This is an optimization exercise on Yosys and OpenROAD, whose aim is small area, not a production implementation. Where RTL was checked, it was by simulation tests only, not by an equivalence proof against the original. Power is estimated from default activity; no workload was simulated.

==> flow/design.v (excerpt) <==
module elephent(
    input  clk,
    input  rst,
    input  onoff,
    output o
);
==> flow/config.mk <==
export PLATFORM = sky130hd
export DESIGN_NAME = elephent
export DESIGN_NICKNAME = elephent
export VERILOG_FILES = /design/flow/design.v
export SDC_FILE = /design/flow/constraint.sdc
export NUM_CORES = 4
export LEC_CHECK = 0
export CAP_MARGIN = 20
export CORE_MARGIN = 2
export CORE_UTILIZATION = 85
export SLEW_MARGIN = 20
==> flow/constraint.sdc <==
create_clock -name core_clock -period 10.0 [get_ports {clk}]
set_input_delay 2.0000 -clock core_clock [delete_from_list [all_inputs] [get_ports {clk}]]
set_output_delay 2.0000 -clock core_clock [all_outputs]
set_load 0.01 [all_outputs]
standard.sh (not shown) runs the stock make flow with config.mk's settings and CLKGATE_MAP_FILE= SYNTH_SCRIPT=/design/flow/synth_recipe.tcl, a recipe that flattens the netlist after the stock synthesis.
==> flow/flow/run.sh <==
#!/bin/bash
# Own layout flow: the standard flow (standard.sh), with two changes:
#  - synthesis is the standard synthesis script with ABC's mapping script replaced by an
#    area-oriented one (flow/area.abc); registers are mapped before ABC, so their names and
#    cells are those of the standard synthesis;
#  - clock tree synthesis without dummy loads.
set -euo pipefail
W=$(pwd)
cat > "$W/own_synth.tcl" <<EOT
proc abc {args} {
  set i [lsearch -exact \$args -script]
  if {\$i >= 0} { set args [lreplace \$args \$i [expr {\$i + 1}] -script $W/flow/area.abc] }
  yosys abc {*}\$args
}
source $W/synth_recipe.tcl
EOT
bash "$W/standard.sh" "SYNTH_SCRIPT=$W/own_synth.tcl" \
  "CTS_ARGS=-sink_clustering_enable -repair_clock_nets -dont_use_dummy_load -buf_list sky130_fd_sc_hd__clkbuf_4 -root_buf sky130_fd_sc_hd__clkbuf_4 -sink_clustering_size 20 -sink_clustering_max_diameter 100" \
  finish > "$W/flow_make.log" 2>&1
==> flow/flow/area.abc <==
strash
&get -n
&deepsyn -T 60
&put
dc2
dch
amap
topo
The first run stopped in global placement (3_3_place_gp) on GPL-0301.
Next try:
--- a/flow/flow/run.sh
+++ b/flow/flow/run.sh
@@ -18 +18,2 @@
-  "CTS_ARGS=-sink_clustering_enable -repair_clock_nets -dont_use_dummy_load -buf_list sky130_fd_sc_hd__clkbuf_4 -root_buf sky130_fd_sc_hd__clkbuf_4 -sink_clustering_size 20 -sink_clustering_max_diameter 100" \
+  "CTS_ARGS=-sink_clustering_enable -repair_clock_nets -dont_use_dummy_load" \
+  "BUFFER_PORTS_ARGS=-buffer_cell sky130_fd_sc_hd__buf_1" \
CORE_UTILIZATION = 75   (was 85)
- Now the flow passed the timing, design-rule and antenna checks
- area after synthesis does not change
- synthesized cell count is unchanged
Next try:
--- a/flow/flow/run.sh
+++ b/flow/flow/run.sh
@@ -19 +18,0 @@
-  "BUFFER_PORTS_ARGS=-buffer_cell sky130_fd_sc_hd__buf_1" \
Effect: The changed run finished with timing, DRC and antenna clean. Sequential power stays flat. Via count goes up by 5.2%. Flip-flop and latch count does not change. Core utilization rose by 0.57 points. Die area does not change. Hold slack gets better by 24 ps. Global-route usage is higher by 1.8 points. Total power rose by 0.77%. Maximum frequency came out lower by about 14%. Worst setup slack loses 790 ps.
No run of this note included a check of the RTL's function; only the layout flow was run.

* * *

lane 2:
elephent, a different RTL version from the one above (not shown whole).
Size in the first run: roughly 79 flip-flops.
export LEC_CHECK = 0
export ABC_AREA = 1
export CAP_MARGIN = 20
export CORE_MARGIN = 2
export CORE_UTILIZATION = 40
export SLEW_MARGIN = 20
create_clock -name core_clock -period 10.0 [get_ports {clk}]
run.sh (not shown) runs the stock make flow with config.mk's settings and CLKGATE_MAP_FILE= SYNTH_SCRIPT=/design/flow/synth_recipe.tcl, a recipe that flattens the netlist after the stock synthesis.
Stock flow here: none of the scripts above is used.
Lane 2 finished all stages; the layout is clean.
Setup changes, lane 2 to lane 4
# lane 2
export LEC_CHECK = 0
export ABC_AREA = 1
export CAP_MARGIN = 20
export CORE_MARGIN = 2
export CORE_UTILIZATION = 40
export SLEW_MARGIN = 20
create_clock -name core_clock -period 10.0 [get_ports {clk}]
# lane 4
export LEC_CHECK = 0
export CAP_MARGIN = 20
export CORE_MARGIN = 2
export CORE_UTILIZATION = 40
export SLEW_MARGIN = 20
create_clock -name core_clock -period 10.0 [get_ports {clk}]
- Taking lane 2 as the reference point, the relative contribution of sequential cells to total power of lane 4 rises by 0.2 points.
- Critical path depth down 1 in lane 4 wrt lane 2
- Side by side, height of the die turned out lower in lane 4 than in lane 2.
- Part of the power in combinational logic: lane 4 vs lane 2 up 0.3 points
- Measured against each other, lane 4 and lane 2 differ in net count after synthesis, the higher figure coming from lane 2.
- Lane 4 against lane 2: clock network power share went down by 0.3 points; final RePlAce weighted congestion shrank by 5.4%; design area moved down.
- NOTE total detailed-routing wirelength lane 2->lane 4 decreased by more than 10%

* * *

run E:
The RTL this note starts from:
==> flow/design.v <==
module elephent(
    input  clk,
    input  rst,
    input  onoff,
    output o
);
    reg par;
    always @(posedge clk) par <= ~rst & ~par;
    reg [8:0] y_do; reg s_do;
    wire [8:0] x_do = y_do ^ 9'b010101010;
    wire j_do = (x_do & 9'b011111111) == 9'b011100001;
    wire [8:0] n_do = {x_do[7:0], x_do[3] ^ x_do[8]};
    wire [8:0] m_do = {n_do[8], (j_do ? 1'b0 : n_do[7]), n_do[6], n_do[5], n_do[4], n_do[3], n_do[2], n_do[1], n_do[0]};
    always @(posedge clk)
        if (rst) begin y_do <= 9'b101001011; s_do <= 1'b0; end
        else begin y_do <= m_do ^ 9'b010101010; s_do <= s_do ^ (j_do & ~par); end
    reg [8:0] y_re; reg s_re;
    wire [8:0] x_re = y_re ^ 9'b101010101;
    wire j_re = (x_re & 9'b101111110) == 9'b001110010;
    wire [8:0] n_re = {x_re[7:0], x_re[1] ^ x_re[8]};
    wire [8:0] m_re = {n_re[8], n_re[7], n_re[6], n_re[5], n_re[4], n_re[3], (j_re ? 1'b0 : n_re[2]), n_re[1], n_re[0]};
    always @(posedge clk)
        if (rst) begin y_re <= 9'b100100111; s_re <= 1'b0; end
        else begin y_re <= m_re ^ 9'b101010101; s_re <= s_re ^ (j_re & ~par); end
    reg [9:0] y_mi; reg s_mi;
    wire [9:0] x_mi = y_mi ^ 10'b1010101010;
    wire j_mi = (x_mi & 10'b1101101101) == 10'b1001001001;
    wire [9:0] n_mi = {x_mi[8:0], x_mi[0] ^ x_mi[9]};
    wire [9:0] m_mi = {n_mi[9], n_mi[8], n_mi[7], n_mi[6], n_mi[5], n_mi[4], n_mi[3], (j_mi ? 1'b0 : n_mi[2]), n_mi[1], n_mi[0]};
    always @(posedge clk)
        if (rst) begin y_mi <= 10'b0011110001; s_mi <= 1'b0; end
        else begin y_mi <= m_mi ^ 10'b1010101010; s_mi <= s_mi ^ j_mi; end
    reg [9:0] y_sol; reg s_sol;
    wire [9:0] x_sol = y_sol ^ 10'b0101010101;
    wire j_sol = (x_sol & 10'b0111111011) == 10'b0010110010;
    wire [9:0] n_sol = {x_sol[8:0], x_sol[2] ^ x_sol[9]};
    wire [9:0] m_sol = {n_sol[9], n_sol[8], n_sol[7], n_sol[6], n_sol[5], n_sol[4], n_sol[3], n_sol[2], n_sol[1], (j_sol ? 1'b0 : n_sol[0])};
    always @(posedge clk)
        if (rst) begin y_sol <= 10'b1111100111; s_sol <= 1'b0; end
        else begin y_sol <= m_sol ^ 10'b0101010101; s_sol <= s_sol ^ j_sol; end
    reg [9:0] y_la; reg s_la;
    wire [9:0] x_la = y_la ^ 10'b1010101010;
    wire j_la = (x_la & 10'b0101111011) == 10'b0000000001;
    wire [9:0] n_la = {x_la[8:0], x_la[0] ^ x_la[9]};
    wire [9:0] m_la = {n_la[9], n_la[8], (j_la ? 1'b1 : n_la[7]), n_la[6], n_la[5], n_la[4], n_la[3], n_la[2], n_la[1], n_la[0]};
    always @(posedge clk)
        if (rst) begin y_la <= 10'b1000101011; s_la <= 1'b0; end
        else begin y_la <= m_la ^ 10'b1010101010; s_la <= s_la ^ j_la; end
    reg [16:0] yc;
    wire [16:0] xc = yc ^ 17'b11011000111111111;
    wire last = (xc & 17'b11111101111111101) == 17'b01101101011111101;
    wire [16:0] nc = {xc[15:0], xc[11] ^ xc[16]};
    wire [16:0] mc = {nc[16], nc[15], nc[14], nc[13], nc[12], nc[11], (last ? 1'b0 : nc[10]), nc[9], nc[8], nc[7], nc[6], nc[5], nc[4], nc[3], nc[2], nc[1], nc[0]};
    wire adv = onoff & ~rst, hold = ~onoff & ~rst;
    always @(posedge clk) yc <= ({17{adv}} & (mc ^ 17'b11011000111111111)) | ({17{hold}} & yc);
    reg [6:0] code;
    always @(posedge clk)
        if (rst || !onoff) code <= 7'd35;
        else if (last) code <= code + 7'd1;
    reg sp;
    always @(*)
        if (!onoff) sp = 1'b0;
        else case (code)
            43, 51, 59, 69, 77, 85, 107, 123, 1, 5: sp = s_sol;
            71, 75, 87, 91, 7: sp = s_mi;
            73, 89, 95, 11: sp = s_re;
            99, 105, 115, 121, 3: sp = s_la;
            79, 93, 97, 101, 103, 110, 113, 117, 118, 119, 125, 15: sp = s_do;
            default: sp = 1'b0;
        endcase
    assign o = sp;
endmodule
Settings: LEC_CHECK=0, CAP_MARGIN=20, CORE_MARGIN=2, CORE_UTILIZATION=75, SLEW_MARGIN=20; clock period 10.0 ns.
standard.sh (not shown) runs the stock make flow with config.mk's settings and CLKGATE_MAP_FILE= SYNTH_SCRIPT=/design/flow/synth_recipe.tcl, a recipe that flattens the netlist after the stock synthesis.
==> flow/flow/run.sh <==
#!/bin/bash
# Own layout flow: the standard flow (standard.sh), with two changes:
#  - synthesis is the standard synthesis script with ABC's mapping script replaced by an
#    area-oriented one (flow/area.abc); registers are mapped before ABC, so their names and
#    cells are those of the standard synthesis;
#  - clock tree synthesis without dummy loads.
set -euo pipefail
W=$(pwd)
cat > "$W/own_synth.tcl" <<EOT
proc abc {args} {
  set i [lsearch -exact \$args -script]
  if {\$i >= 0} { set args [lreplace \$args \$i [expr {\$i + 1}] -script $W/flow/area.abc] }
  yosys abc {*}\$args
}
source $W/synth_recipe.tcl
EOT
bash "$W/standard.sh" "SYNTH_SCRIPT=$W/own_synth.tcl" \
  "CTS_ARGS=-sink_clustering_enable -repair_clock_nets -dont_use_dummy_load -root_buf sky130_fd_sc_hd__clkbuf_8 -buf_list sky130_fd_sc_hd__clkbuf_8" \
  "BUFFER_PORTS_ARGS=-buffer_cell sky130_fd_sc_hd__buf_1" \
  finish > "$W/flow_make.log" 2>&1
Scripts as last shown in full above: flow/flow/area.abc
For run B, these inputs were changed with respect to run E:
-- flow/flow/run.sh --
<<< run E, line 18
  "CTS_ARGS=-sink_clustering_enable -repair_clock_nets -dont_use_dummy_load -root_buf sky130_fd_sc_hd__clkbuf_8 -buf_list sky130_fd_sc_hd__clkbuf_8" \
>>> run B, line 18
  "CTS_ARGS=-sink_clustering_enable -repair_clock_nets -dont_use_dummy_load" \
Findings:
Against run E, run B comes in 6.1 points lower on clock power share. Higher fraction of power consumed by sequential logic among run B and run E: run B. Compared run E against run B; initial antenna violation count within noise. The final critical-path share of the clock period on run B is in line with that on run E. Relative to run E, total power draw has decreased by about 8% in run B. Diff run E..run B | unique cell type count in the Yosys netlist | unchanged. Delta (run B minus run E): worst setup margin essentially unchanged, remaining routing DRC violations essentially unchanged. Peak supply drop: run B < run E. Relative to run E, the cell depth of the worst setup path of run B is higher by 4. [diff] final routed wirelength across all metal layers, run B relative to run E: improvement.

* * *

Another version of the RTL of elephent (not shown whole).
For scale: ~260 cells after synthesis, ~78 flip-flops, about 4 I/O pins, about 2400 um^2 of cells after synthesis.
clock: 10.0 ns
lec_check: 0
cap_margin: 0
core_margin: 2
core_utilization: 75
gpl_timing_driven: 0
slew_margin: 0
==> flow/flow/run.sh <==
#!/bin/bash
# Own layout flow: the standard flow (standard.sh) with these changes:
#  - synthesis: the standard synthesis script (synth_recipe.tcl), but ABC's technology mapping
#    is run with each area-oriented script in flow/abc/ and the smallest result is kept
#    (flow/own_synth.tcl); no adder extraction (ADDER_MAP_FILE empty), so adders go through ABC.
#    Registers are mapped before ABC, so their names and cells are the standard synthesis's;
#  - clock tree synthesis without dummy loads;
#  - port buffers are sky130_fd_sc_hd__buf_1.
# make's output goes to flow_make.log; each ORFS step's log is under orfs/logs/.
set -euo pipefail
W=$(pwd)
export FLOW_ABC_DIR="$W/flow/abc"
export FLOW_SYNTH_TCL="$W/synth_recipe.tcl"
bash "$W/standard.sh" "SYNTH_SCRIPT=$W/flow/own_synth.tcl" "ADDER_MAP_FILE=" \
  "CTS_ARGS=-sink_clustering_enable -repair_clock_nets -dont_use_dummy_load" \
  "BUFFER_PORTS_ARGS=-buffer_cell sky130_fd_sc_hd__buf_1" \
  finish > "$W/flow_make.log" 2>&1
==> flow/flow/abc/s10.abc <==
strash
&get -n
&deepsyn -T 30 -S 10
&put
amap
topo
==> flow/flow/abc/s11.abc <==
strash
&get -n
&deepsyn -T 30 -S 11
&put
amap
topo
==> flow/flow/abc/t0.abc <==
strash
&get -n
&deepsyn -T 60
&put
amap
topo
==> flow/flow/abc/t1.abc <==
strash
&get -n
&deepsyn -T 60 -S 1
&put
amap
topo
==> flow/flow/abc/t11.abc <==
strash
&get -n
&deepsyn -T 60 -S 11
&put
amap
topo
==> flow/flow/abc/t3.abc <==
strash
&get -n
&deepsyn -T 60 -S 3
&put
amap
topo
==> flow/flow/abc/t5.abc <==
strash
&get -n
&deepsyn -T 60 -S 5
&put
amap
topo
==> flow/flow/abc/t7.abc <==
strash
&get -n
&deepsyn -T 60 -S 7
&put
amap
topo
==> flow/flow/abc/t9.abc <==
strash
&get -n
&deepsyn -T 60 -S 9
&put
amap
topo
Other scripts of this flow, unchanged in this note and not shown: flow/flow/abc/c1.abc, flow/flow/abc/e4.abc, flow/flow/abc/s1.abc, flow/flow/abc/s3.abc, flow/flow/abc/s6.abc, flow/flow/abc/s7.abc, flow/flow/abc/s8.abc, flow/flow/abc/sd1.abc, flow/flow/own_synth.tcl
Edit:
==> flow/flow/abc/b1.abc (new file) <==
strash
dch
amap
topo
==> flow/flow/abc/s2.abc (new file) <==
strash
&get -n
&deepsyn -T 30 -S 2
&put
amap
topo
==> flow/flow/abc/s4.abc (new file) <==
strash
&get -n
&deepsyn -T 30 -S 4
&put
amap
topo
==> flow/flow/abc/s5.abc (new file) <==
strash
&get -n
&deepsyn -T 30 -S 5
&put
amap
topo
==> flow/flow/abc/sd5.abc (new file) <==
strash
&get -n
&deepsyn -T 30 -S 5
&put
dch
amap
topo
Settings changed: CAP_MARGIN 0 to 20, GPL_TIMING_DRIVEN 0 to default, SLEW_MARGIN 0 to 20.
removed: flow/flow/abc/s10.abc
removed: flow/flow/abc/s11.abc
removed: flow/flow/abc/t0.abc
removed: flow/flow/abc/t1.abc
removed: flow/flow/abc/t11.abc
removed: flow/flow/abc/t3.abc
removed: flow/flow/abc/t5.abc
removed: flow/flow/abc/t7.abc
removed: flow/flow/abc/t9.abc
The changed run passed the timing, design-rule and antenna checks.
Via count climbs by 2.2%.
Sequential share of layout area went down by 0.35 points.
Routed wire length is higher by about 8%.
Flip-flop and latch count does not change.
Power stays flat.
Sequential power barely changes.
Register-to-register slack loses 0.33 ns.
Worst setup slack gets worse by 0.082 ns.
Worst hold slack is about the same.
First-iteration DRC count increases by 54%.
Edit:
==> flow/flow/abc/n2.abc (new file) <==
strash
&get -n
&deepsyn -T 20
&nf -p -a -R 1000
&put
topo
==> flow/flow/abc/s10.abc (new file) <==
strash
&get -n
&deepsyn -T 30 -S 10
&put
amap
topo
==> flow/flow/abc/s11.abc (new file) <==
strash
&get -n
&deepsyn -T 30 -S 11
&put
amap
topo
==> flow/flow/abc/s12.abc (new file) <==
strash
&get -n
&deepsyn -T 30 -S 12
&put
amap
topo
==> flow/flow/abc/s9.abc (new file) <==
strash
&get -n
&deepsyn -T 30 -S 9
&put
amap
topo
==> flow/flow/abc/t1.abc (new file) <==
strash
&get -n
&deepsyn -T 60 -S 1
&put
amap
topo
==> flow/flow/abc/t3.abc (new file) <==
strash
&get -n
&deepsyn -T 60 -S 3
&put
amap
topo
Settings changed: CAP_MARGIN 20 to 0, GPL_TIMING_DRIVEN from default to 0, SLEW_MARGIN 20 to 0.
Global-route usage came out lower by 1.4 points.
Wire length fell by about 8%.
Setup slack gets better by 0.082 ns.
Fmax climbs by 1.8%.
Total power is about the same.
Count of clock-buffer cells in the layout does not change.
Worst hold slack stays flat.
Final cell count is lower by 0.32%.
Clock power hardly moves.
Core utilization fell by 0.49 points.
Edit:
removed: flow/flow/abc/n2.abc
removed: flow/flow/abc/s10.abc
removed: flow/flow/abc/s11.abc
removed: flow/flow/abc/s12.abc
removed: flow/flow/abc/s9.abc
removed: flow/flow/abc/t1.abc
removed: flow/flow/abc/t3.abc
Effect: Final cell count is unchanged. Area after synthesis came out higher by 0.31%. Wire length came out higher by 7.5%. Clock power is about the same. Combinational power stays flat. Sequential share of layout area came out lower by 0.18 points. Fmax came out lower by 2.6%. Setup slack degrades by 0.12 ns. Global-route usage came out higher by 0.68 points.

[afterwards: timing with drivers on the ports]
The results above use ideal ports. As a check the final layouts listed here were re-extracted and re-timed, cells and wires unchanged.
Step 1, drivers: a clkbuf_16 drives clk and a buf_2 each remaining input, both assumed.
Step 2, shift: input delay + t, output delay - t, t = (earliest + latest rising clock arrival at the registers) / 2. This alone moves slack from input paths to output paths.
Slacks: no drivers / after step 1 / after step 2; pairs: no drivers / after step 1.
run | t (ns) | setup slack, ns | worst data-port slew with drivers (ns) | cell pins on the clock port's net
the second run of note 1 | 0.425 | 5.291 / 5.269 / 5.269 | 0.03 | 1
the third run of note 1 | 0.409 | 4.496 / 4.474 / 4.474 | 0.03 | 1
lane 2 | 0.375 | 4.742 / 4.701 / 4.701 | 0.04 | 1
lane 4 | 0.372 | 4.547 / 4.511 / 4.511 | 0.04 | 1
run E | 0.357 | 5.532 / 5.510 / 5.510 | 0.03 | 1
run B | 0.421 | 5.530 / 5.506 / 5.518 | 0.03 | 1
the first run of note 4 | 0.410 | 5.517 / 5.493 / 5.146 | 0.03 | 1
the second run of note 4 | 0.411 | 5.435 / 5.413 / 5.413 | 0.03 | 1
the third run of note 4 | 0.410 | 5.517 / 5.493 / 5.146 | 0.03 | 1
the fourth run of note 4 | 0.405 | 5.399 / 5.370 / 5.018 | 0.03 | 1
After both steps every run listed still meets setup and hold. For the fourth run of note 4, which loses most, drivers alone change the setup slack by -0.029 ns; drivers and shift together by -0.381 ns.
